Context: an optimization exercise on an open-source flow, tuned for small area. The choices shown serve that exercise and are no tape-out recipe.
Only simulation tests tie the RTL to the original design; equivalence was not proved.

== try-tundra ==
==> module spinn_driver, before the edit <==
module spinn_driver
(
  input             clk,
  input             rst,
  input      [31:0] pkt_data,
  input             pkt_par,
  input             pkt_vld,
  output            pkt_rdy,
  output reg  [6:0] data_2of7,
  input             ack,
  output      [1:0] dbg_state
);
  localparam IDLE_ST = 2'd0;
  localparam TRAN_ST = 2'd1;
  localparam EOP_ST  = 2'd2;
  function [6:0] code_2of7;
    input [3:0] n;
    case (n)
      4'd0:  code_2of7 = 7'b0010001;
      4'd1:  code_2of7 = 7'b0010010;
      4'd2:  code_2of7 = 7'b0010100;
      4'd3:  code_2of7 = 7'b0011000;
      4'd4:  code_2of7 = 7'b0100001;
      4'd5:  code_2of7 = 7'b0100010;
      4'd6:  code_2of7 = 7'b0100100;
      4'd7:  code_2of7 = 7'b0101000;
      4'd8:  code_2of7 = 7'b1000001;
      4'd9:  code_2of7 = 7'b1000010;
      4'd10: code_2of7 = 7'b1000100;
      4'd11: code_2of7 = 7'b1001000;
      4'd12: code_2of7 = 7'b0000011;
      4'd13: code_2of7 = 7'b0000110;
      4'd14: code_2of7 = 7'b0001100;
      default: code_2of7 = 7'b0001001;
    endcase
  endfunction
  reg  [1:0] state;
  reg        old_ack;
  reg [31:0] buf_data;
  reg  [3:0] cnt;
  wire toggle = old_ack ^ ack;
  wire eop    = (cnt == 4'd10);
  wire first  = (cnt == 4'd1);
  wire st_idle = (state == IDLE_ST);
  wire st_tran = (state == TRAN_ST);
  wire st_eop  = (state == EOP_ST);
  wire       send_first = st_idle & pkt_vld;
  wire       send_next  = st_tran & toggle;
  wire [3:0] nib = send_first ? {3'b000, pkt_par} :
                   first      ? 4'd0 : buf_data[3:0];
  wire [6:0] sym = (send_next & eop) ? 7'b1100000 : code_2of7(nib);
  always @(posedge clk or posedge rst)
    if (rst)
      data_2of7 <= 7'd0;
    else if (send_first | send_next)
      data_2of7 <= data_2of7 ^ sym;
  always @(posedge clk)
    if (send_first | send_next)
      old_ack <= ack;
  always @(posedge clk)
    if (send_first)
      buf_data <= pkt_data;
    else if (send_next & ~first)
      buf_data <= {buf_data[31:28], buf_data[31:4]};
  always @(posedge clk)
    if (send_first)
      cnt <= 4'd1;
    else if (send_next)
      cnt <= cnt + 4'd1;
  assign pkt_rdy = st_idle;
  always @(posedge clk or posedge rst)
    if (rst)
      state <= IDLE_ST;
    else
      case (state)
        IDLE_ST: if (pkt_vld)           state <= TRAN_ST;
        TRAN_ST: if (toggle & eop)      state <= EOP_ST;
        EOP_ST:  if (toggle)            state <= IDLE_ST;
        default: ;
      endcase
  assign dbg_state = state;
endmodule
==> module fifo3, before the edit <==
module fifo3
(
  input             clk,
  input             rst,
  input             wr,
  input             rd,
  input      [31:0] din,
  output     [31:0] dout,
  output            empty,
  output            full
);
  reg  [1:0] len;
  reg [31:0] f0, f1, f2;
  always @(posedge clk or posedge rst)
    if (rst)
      len <= 2'd0;
    else
      len <= len + {1'b0, wr} - {1'b0, rd};
  always @(posedge clk) begin
    if ((len == 2'd0) | ((len == 2'd1) & rd))
      f0 <= din;
    else if (rd)
      f0 <= f1;
    if ((len[1] == 1'b0) | ((len == 2'd2) & rd))
      f1 <= din;
    else if (rd)
      f1 <= f2;
    if (len != 2'd3)
      f2 <= din;
  end
  assign dout  = f0;
  assign empty = (len == 2'd0);
  assign full  = (len == 2'd3);
endmodule
export LEC_CHECK = 0
export ABC_AREA = 1
export CAP_MARGIN = 20
export CORE_MARGIN = 2
export CORE_UTILIZATION = 40
export SLEW_MARGIN = 20
create_clock -name core_clock -period 10.0 [get_ports {clk_32}]
standard.sh (not shown) runs the stock make flow with config.mk's settings and CLKGATE_MAP_FILE= SYNTH_SCRIPT=/design/flow/synth_recipe.tcl, a recipe that flattens the netlist after the stock synthesis.
==> flow/flow/run.sh <==
#!/bin/bash
# Layout flow: the standard ORFS flow (standard.sh) with
#  - an area-only abc script for the standard synthesis's logic mapping
#    (registers are mapped by the standard dfflibmap step, untouched by abc),
#  - buf_1 port buffers,
#  - a clock tree of clkbuf_4 with small sink clusters and no dummy loads.
set -euo pipefail
HERE=$(pwd)
rm -rf "$HERE/orfs_scripts"
cp -r "$FLOW_HOME/scripts" "$HERE/orfs_scripts"
cp "$HERE/flow/abc_area.script" "$HERE/orfs_scripts/abc_area.script"
export BUFFER_PORTS_ARGS="-buffer_cell sky130_fd_sc_hd__buf_1"
export CTS_ARGS="-sink_clustering_enable -repair_clock_nets -dont_use_dummy_load -buf_list sky130_fd_sc_hd__clkbuf_4 -sink_clustering_size 10 -sink_clustering_max_diameter 40"
bash standard.sh SCRIPTS_DIR="$HERE/orfs_scripts" finish > "$HERE/standard.log" 2>&1
==> flow/flow/abc_area.script <==
strash
dch -f
amap -F 2 -A 8
topo
Inputs modified between try-tundra and try-xenon:
--- a/flow/design.v
+++ b/flow/design.v
@@ -210,28 +210,27 @@
   wire first  = (cnt == 4'd1);
   wire st_idle = (state == IDLE_ST);
   wire st_tran = (state == TRAN_ST);
   wire st_eop  = (state == EOP_ST);
   wire       send_first = st_idle & pkt_vld;
   wire       send_next  = st_tran & toggle;
+  wire [2:0] nidx = cnt[2:0] - 3'd2;   
   wire [3:0] nib = send_first ? {3'b000, pkt_par} :
-                   first      ? 4'd0 : buf_data[3:0];
+                   first      ? 4'd0 : buf_data[4 * nidx +: 4];
   wire [6:0] sym = (send_next & eop) ? 7'b1100000 : code_2of7(nib);
   always @(posedge clk or posedge rst)
     if (rst)
       data_2of7 <= 7'd0;
     else if (send_first | send_next)
       data_2of7 <= data_2of7 ^ sym;
   always @(posedge clk)
     if (send_first | send_next)
       old_ack <= ack;
   always @(posedge clk)
     if (send_first)
       buf_data <= pkt_data;
-    else if (send_next & ~first)
-      buf_data <= {buf_data[31:28], buf_data[31:4]};
   always @(posedge clk)
     if (send_first)
       cnt <= 4'd1;
     else if (send_next)
       cnt <= cnt + 4'd1;
   assign pkt_rdy = st_idle;
@@ -263,21 +262,21 @@
   reg [31:0] f0, f1, f2;
   always @(posedge clk or posedge rst)
     if (rst)
       len <= 2'd0;
     else
       len <= len + {1'b0, wr} - {1'b0, rd};
+  wire f0_din  = (len == 2'd0) | ((len == 2'd1) & rd);
+  wire f0_nxt  = len[1] & rd;
+  wire f0_keep = ~(f0_din | f0_nxt);
+  wire f1_din  = ~len[1] | ((len == 2'd2) & rd);
+  wire f1_nxt  = (len == 2'd3) & rd;
+  wire f1_keep = ~(f1_din | f1_nxt);
   always @(posedge clk) begin
-    if ((len == 2'd0) | ((len == 2'd1) & rd))
-      f0 <= din;
-    else if (rd)
-      f0 <= f1;
-    if ((len[1] == 1'b0) | ((len == 2'd2) & rd))
-      f1 <= din;
-    else if (rd)
-      f1 <= f2;
+    f0 <= ({32{f0_din}} & din) | ({32{f0_nxt}} & f1) | ({32{f0_keep}} & f0);
+    f1 <= ({32{f1_din}} & din) | ({32{f1_nxt}} & f2) | ({32{f1_keep}} & f1);
     if (len != 2'd3)
       f2 <= din;
   end
   assign dout  = f0;
   assign empty = (len == 2'd0);
   assign full  = (len == 2'd3);
Results
The final layout from try-xenon, which completed every stage, passed the timing, DRC and antenna checks at the end of the flow.
Diff try-tundra -> try-xenon: setup slack climbed 27 ps; via count climbed 951; number of enable-type register cells in the synthesized netlist dropped 128.
For number of levels the H-tree was split into, try-xenon and try-tundra come out practically identical.
Comparing try-tundra and try-xenon, wire length after detailed routing is lower on try-tundra.

==> afterwards: timing with drivers on the ports <==
Ports are ideal in the flow. The routed layouts listed here were re-timed in OpenROAD. Step 1 sets driving cells, clkbuf_16 on the clock port and buf_2 on the other inputs (assumed; they add their load-dependent delay and slew). Step 2 times the ports against the registers' clock, not the clock port: input delays grow and output delays shrink by t, the midpoint of the rising clock arrivals with the driver on. Three values: no drivers, after step 1, after step 2; two values: the first two.
run | shift t [ns] | setup slack, ns | latest minus earliest clock arrival (ns) | cell pins on the clock port's net
try-tundra | 0.712 | 5.409 / 5.386 / 5.108 | 0.113 / 0.113 | 1
try-xenon | 0.762 | 5.435 / 5.412 / 5.412 | 0.131 / 0.131 | 1
After both steps every run listed still meets setup and hold. For try-tundra, which loses most, drivers alone change the setup slack by -0.023 ns; drivers and shift together by -0.301 ns.
